What follows belongs to an exercise in optimizing a design on an open flow for small area; a production flow would make more cautious choices. Only simulation tests tie the RTL to the original design; equivalence was not proved.

==> try-zinc: inputs <==
Design BASYS3, start of the top module:
module BASYS3(CLK,rst,OCP,IPS,IR,COLOR,SQUARE, RESET, ENCOL,ENPWM, CTRLF, CTRLR, CLICK_LEFT, CLICK_RIGHT,
    RED,GRN,BLU,S0,S1,S2,S3, LED, PWMA,PWMB,PWMSERVO, DIR1,DIR2,DIR3,DIR4, RELAY, ENABLE,seg,
    REG_LEDS);
==> flow/config.mk <==
export PLATFORM = sky130hd
export DESIGN_NAME = BASYS3
export DESIGN_NICKNAME = BASYS3
export VERILOG_FILES = /design/flow/design.v
export SDC_FILE = /design/flow/constraint.sdc
export NUM_CORES = 4
export LEC_CHECK = 0
export CAP_MARGIN = 20
export CORE_MARGIN = 2
export CORE_UTILIZATION = 40
export SLEW_MARGIN = 20
==> flow/constraint.sdc <==
create_clock -name core_clock -period 10.0 [get_ports {CLK}]
set_input_delay 2.0000 -clock core_clock [delete_from_list [all_inputs] [get_ports {CLK}]]
set_output_delay 2.0000 -clock core_clock [all_outputs]
set_load 0.01 [all_outputs]
standard.sh (not shown) runs the stock make flow with config.mk's settings and CLKGATE_MAP_FILE= SYNTH_SCRIPT=/design/flow/synth_recipe.tcl, a recipe that flattens the netlist after the stock synthesis.
==> flow/flow/run.sh <==
#!/bin/bash
# The standard ORFS layout with area-saving changes:
#  - synthesis mapped for area (flow/synth_area.tcl, flow/area.abc),
#  - minimum-size port buffers,
#  - CTS with clkbuf_4/clkbuf_8 buffers and no dummy loads.
# Each step's full output goes to its own log file here and under orfs/logs.
set -euo pipefail
cd "$(dirname "$0")/.."
W=$PWD
export AREA_ABC_SCRIPT=$W/flow/area.abc
bash standard.sh synth SYNTH_SCRIPT=$W/flow/synth_area.tcl > $W/flow_synth.log 2>&1
bash standard.sh finish \
  BUFFER_PORTS_ARGS="-buffer_cell sky130_fd_sc_hd__buf_1" \
  CTS_ARGS="-sink_clustering_enable -repair_clock_nets -dont_use_dummy_load -buf_list {sky130_fd_sc_hd__clkbuf_4 sky130_fd_sc_hd__clkbuf_8} -sink_clustering_size 20"
==> flow/flow/area.abc <==
strash; &get -n; &fraig -x; &put; scorr; dc2; strash; &get -n; &deepsyn -J 100 -T 200; &synch2; &nf -R 1000; &put; strash; &get -n; &dch -f; &nf -R 1000; &put; strash; &get -n; &dch -f; &nf -R 1000; &put; strash; &get -n; &dch -f; &nf -R 1000; &put; strash; &get -n; &dch -f; &nf -R 1000; &put;
==> flow/flow/synth_area.tcl <==
# The standard synthesis (synth_recipe.tcl), mapped for area: full adders are
# not extracted into ha/fa cells and ABC maps with flow/area.abc instead of the
# delay-driven speed script. Registers are mapped exactly as in the standard run.
proc synth {args} { yosys synth -nofsm -noshare {*}$args }
proc extract_fa {args} { puts "extract_fa skipped" }
proc abc {args} {
  set keep {}
  set skip 0
  foreach a $args {
    if {$skip} { set skip 0; continue }
    if {$a eq "-script" || $a eq "-constr" || $a eq "-D"} { set skip 1; continue }
    lappend keep $a
  }
  yosys abc -script $::env(AREA_ABC_SCRIPT) {*}$keep
}
source $::env(SCRIPTS_DIR)/synth.tcl
# left out here: clear keep_hierarchy, flatten, clean up, hide names made inside functions, write 1_2_yosys.v
==> inputs of try-juniper, as changes to try-zinc <==
--- a/flow/design.v
+++ b/flow/design.v
@@ -210,47 +210,40 @@
         M_BLU: case (quad) 2'd0: seg = B; 2'd1: seg = L; 2'd2: seg = U; default: seg = E; endcase
         M_HERE: case (quad) 2'd0: seg = H; 2'd1: seg = E; 2'd2: seg = R; default: seg = E; endcase
         default: ENABLE = 4'b0000;
     endcase
 end
 reg STARTA, STARTB;
-reg [15:0] DDEL;     
-reg gt18311, gt24414, gt51880, gt54932;
-wire sa0 = STARTA | IPSSIG | ~CLICK_LEFT;
-wire sb0 = STARTB | IR | ~CLICK_RIGHT;
-wire d_inc = sa0 | sb0;
-wire d_end = d_inc && (DDEL == 16'h6812);    
-always @(posedge CLK) begin
-    if (rst | d_end) begin
+reg [15:0] DDEL;
+reg sa, sb;
+reg [15:0] dd;
+always @(*) begin
+    sa = STARTA | IPSSIG | ~CLICK_LEFT;
+    sb = STARTB | IR | ~CLICK_RIGHT;
+    dd = DDEL + {15'd0, sa | sb};
+    if (dd >= 16'd61035) begin
+        dd = 0; sa = 0; sb = 0;
+    end
+end
+always @(posedge CLK) begin
+    if (rst) begin
         DDEL <= 0; STARTA <= 0; STARTB <= 0;
-        gt18311 <= 0; gt24414 <= 0; gt51880 <= 0; gt54932 <= 0;
-    end else begin
-        if (d_inc) begin
-            DDEL <= {DDEL[14:0], ~(DDEL[15] ^ DDEL[14] ^ DDEL[12] ^ DDEL[3])};
-            if (DDEL == 16'hf630) gt18311 <= 1;
-            if (DDEL == 16'h2e32) gt24414 <= 1;
-            if (DDEL == 16'hb0bc) gt51880 <= 1;
-            if (DDEL == 16'hf75f) gt54932 <= 1;
-        end
-        STARTA <= sa0; STARTB <= sb0;
-    end
-end
-wire le24414 = ~gt24414;
-wire le51880 = ~gt51880;
-wire le18311 = ~gt18311;
-wire le54932 = ~gt54932;
+    end else begin
+        DDEL <= dd; STARTA <= sa; STARTB <= sb;
+    end
+end
 reg d1r, d4r;
 always @(posedge CLK) begin
     if (rst)
         {d1r, d4r} <= 2'b11;
     else case ({STARTA, STARTB, CTRLF, CTRLR})
-        4'b1000: {d1r, d4r} <= le24414 ? 2'b00 : le51880 ? 2'b10 : 2'b11;
-        4'b1100: {d1r, d4r} <= le24414 ? 2'b00 : le51880 ? 2'b01 : 2'b11;
+        4'b1000: {d1r, d4r} <= (DDEL <= 16'd24414) ? 2'b00 : (DDEL <= 16'd51880) ? 2'b10 : 2'b11;
+        4'b1100: {d1r, d4r} <= (DDEL <= 16'd24414) ? 2'b00 : (DDEL <= 16'd51880) ? 2'b01 : 2'b11;
         4'b1001: {d1r, d4r} <= 2'b00;
         4'b0001: {d1r, d4r} <= 2'b00;
-        4'b0100: {d1r, d4r} <= le18311 ? 2'b00 : le54932 ? 2'b01 : 2'b11;
+        4'b0100: {d1r, d4r} <= (DDEL <= 16'd18311) ? 2'b00 : (DDEL <= 16'd54932) ? 2'b01 : 2'b11;
         default: {d1r, d4r} <= 2'b11;
     endcase
 end
 assign DIR1 = d1r;
 assign DIR2 = ~d1r;
 assign DIR3 = ~d4r;
==> flow/flow/area.abc (replaced) <==
strash; &get -n; &fraig -x; &put; scorr; dc2; strash; &get -n; &deepsyn -J 100 -T 600; &synch2; &nf -R 1000; &put; strash; &get -n; &dch -f; &nf -R 1000; &put; strash; &get -n; &dch -f; &nf -R 1000; &put; strash; &get -n; &dch -f; &nf -R 1000; &put; strash; &get -n; &dch -f; &nf -R 1000; &put;
==> inputs of try-xenon, as changes to try-zinc <==
--- a/flow/design.v
+++ b/flow/design.v
@@ -47,22 +47,22 @@
         oc_d <= 0; RELAY <= 0;
     end else begin
         oc_d <= {oc_up, oc_d[0] ^ OCSIG ^ oc_above};
         RELAY <= oc_above;
     end
 end
-reg [10:0] c_del;     
+reg [11:0] c_del;     
 reg [2:0] c_prev;     
 reg c_en;             
-wire [2:0] c_out = ~c_en ? 3'd0 : (c_del == 11'd0) ? c_prev + 3'd1 : c_prev;
-wire c_wrap = (c_del == 11'h213);    
+wire [2:0] c_out = ~c_en ? 3'd0 : (c_del == 12'd0) ? c_prev + 3'd1 : c_prev;
+wire c_wrap = (c_del == 12'h3d0);    
 always @(posedge CLK) begin
     if (rst | ~ENCOL)
         c_del <= 0;
     else
-        c_del <= c_wrap ? 11'd0 : {c_del[9:0], ~(c_del[10] ^ c_del[8])};
+        c_del <= c_wrap ? 12'd0 : {c_del[10:0], ~(c_del[11] ^ c_del[5] ^ c_del[3] ^ c_del[0])};
 end
 always @(posedge CLK) begin
     if (rst) begin
         c_prev <= 0; c_en <= 0;
     end else begin
         c_prev <= c_out; c_en <= ENCOL;
@@ -210,47 +210,40 @@
         M_BLU: case (quad) 2'd0: seg = B; 2'd1: seg = L; 2'd2: seg = U; default: seg = E; endcase
         M_HERE: case (quad) 2'd0: seg = H; 2'd1: seg = E; 2'd2: seg = R; default: seg = E; endcase
         default: ENABLE = 4'b0000;
     endcase
 end
 reg STARTA, STARTB;
-reg [15:0] DDEL;     
-reg gt18311, gt24414, gt51880, gt54932;
-wire sa0 = STARTA | IPSSIG | ~CLICK_LEFT;
-wire sb0 = STARTB | IR | ~CLICK_RIGHT;
-wire d_inc = sa0 | sb0;
-wire d_end = d_inc && (DDEL == 16'h6812);    
-always @(posedge CLK) begin
-    if (rst | d_end) begin
+reg [15:0] DDEL;
+reg sa, sb;
+reg [15:0] dd;
+always @(*) begin
+    sa = STARTA | IPSSIG | ~CLICK_LEFT;
+    sb = STARTB | IR | ~CLICK_RIGHT;
+    dd = DDEL + {15'd0, sa | sb};
+    if (dd >= 16'd61035) begin
+        dd = 0; sa = 0; sb = 0;
+    end
+end
+always @(posedge CLK) begin
+    if (rst) begin
         DDEL <= 0; STARTA <= 0; STARTB <= 0;
-        gt18311 <= 0; gt24414 <= 0; gt51880 <= 0; gt54932 <= 0;
-    end else begin
-        if (d_inc) begin
-            DDEL <= {DDEL[14:0], ~(DDEL[15] ^ DDEL[14] ^ DDEL[12] ^ DDEL[3])};
-            if (DDEL == 16'hf630) gt18311 <= 1;
-            if (DDEL == 16'h2e32) gt24414 <= 1;
-            if (DDEL == 16'hb0bc) gt51880 <= 1;
-            if (DDEL == 16'hf75f) gt54932 <= 1;
-        end
-        STARTA <= sa0; STARTB <= sb0;
-    end
-end
-wire le24414 = ~gt24414;
-wire le51880 = ~gt51880;
-wire le18311 = ~gt18311;
-wire le54932 = ~gt54932;
+    end else begin
+        DDEL <= dd; STARTA <= sa; STARTB <= sb;
+    end
+end
 reg d1r, d4r;
 always @(posedge CLK) begin
     if (rst)
         {d1r, d4r} <= 2'b11;
     else case ({STARTA, STARTB, CTRLF, CTRLR})
-        4'b1000: {d1r, d4r} <= le24414 ? 2'b00 : le51880 ? 2'b10 : 2'b11;
-        4'b1100: {d1r, d4r} <= le24414 ? 2'b00 : le51880 ? 2'b01 : 2'b11;
+        4'b1000: {d1r, d4r} <= (DDEL <= 16'd24414) ? 2'b00 : (DDEL <= 16'd51880) ? 2'b10 : 2'b11;
+        4'b1100: {d1r, d4r} <= (DDEL <= 16'd24414) ? 2'b00 : (DDEL <= 16'd51880) ? 2'b01 : 2'b11;
         4'b1001: {d1r, d4r} <= 2'b00;
         4'b0001: {d1r, d4r} <= 2'b00;
-        4'b0100: {d1r, d4r} <= le18311 ? 2'b00 : le54932 ? 2'b01 : 2'b11;
+        4'b0100: {d1r, d4r} <= (DDEL <= 16'd18311) ? 2'b00 : (DDEL <= 16'd54932) ? 2'b01 : 2'b11;
         default: {d1r, d4r} <= 2'b11;
     endcase
 end
 assign DIR1 = d1r;
 assign DIR2 = ~d1r;
 assign DIR3 = ~d4r;
==> flow/flow/area.abc (replaced) <==
strash; &get -n; &fraig -x; &put; scorr; dc2; strash; &get -n; &deepsyn -T 20; &synch2; &nf -R 1000; &put; strash; &get -n; &dch -f; &nf -R 1000; &put; strash; &get -n; &dch -f; &nf -R 1000; &put; strash; &get -n; &dch -f; &nf -R 1000; &put; strash; &get -n; &dch -f; &nf -R 1000; &put;
==> impl_metrics.tcl <==
set metrics [dict create \
    tap_cells 216 \
    yosys-top-cells-area "dfxtp_1, a21oi_1, nor3_1, nor2_1, and2_0" \
    status "finished clean" \
    ys_types 54 \
    crit_end "FF3[1]" \
    die_y_microns 129.9 \
]
That was try-zinc.
==> impl_metrics.tcl <==
set metrics [dict create \
    ys_types 52 \
    clock_skew_ns 0.02070 \
    tap_cells 216 \
    r2r-start "cnt_b[0]" \
    crit_end "oc_d[0]" \
    yosys-top-cells-area "dfxtp_1, a21oi_1, nor3_1, nor2_1, and2_0" \
    overflow 0 \
    status "finished clean" \
]
That was try-xenon.
==> impl_metrics.tcl <==
set metrics [dict create \
    yosys-top-cells-area "dfxtp_1, nor2_1, a21oi_1, nor3_1, and2_0" \
    crit_path_max_incr_delay_ns 0.40 \
    design.seq.count 147 \
    status "finished clean" \
    drc 0 \
    crit_end "oc_d[0]" \
    tap_cells 211 \
    die_y_microns 129.5 \
]
That was try-juniper.

[afterwards: timing with drivers on the ports]
No port has a modelled driver above. Below, the same layouts with a new extraction and two added sets of constraints. Step 1 assumes that a clkbuf_16 drives the clock port and a buf_2 every other input. Step 2 adds t to the input delays and takes it off the output delays; t is the mean of the earliest and latest rising clock arrival at the registers after step 1. Input paths then give back, and output paths get back, about the clock's delay inside the block. Slacks: no drivers / after step 1 / after step 2; pairs: no drivers / after step 1.
run | t (ns) | setup WS [ns] | latest minus earliest clock arrival (ns) | slew at the worst register clock pin (ns)
try-zinc | 0.469 | 4.206 / 4.206 / 4.206 | 0.018 / 0.018 | 0.08 / 0.08
try-juniper | 0.458 | 4.564 / 4.572 / 4.114 | 0.021 / 0.022 | 0.08 / 0.08
try-xenon | 0.465 | 5.210 / 5.224 / 4.759 | 0.020 / 0.021 | 0.08 / 0.08
After both steps setup and hold are still met in every run listed. The setup slack of try-xenon, which loses most, moves by +0.014 ns with the drivers and by -0.451 ns with both steps.
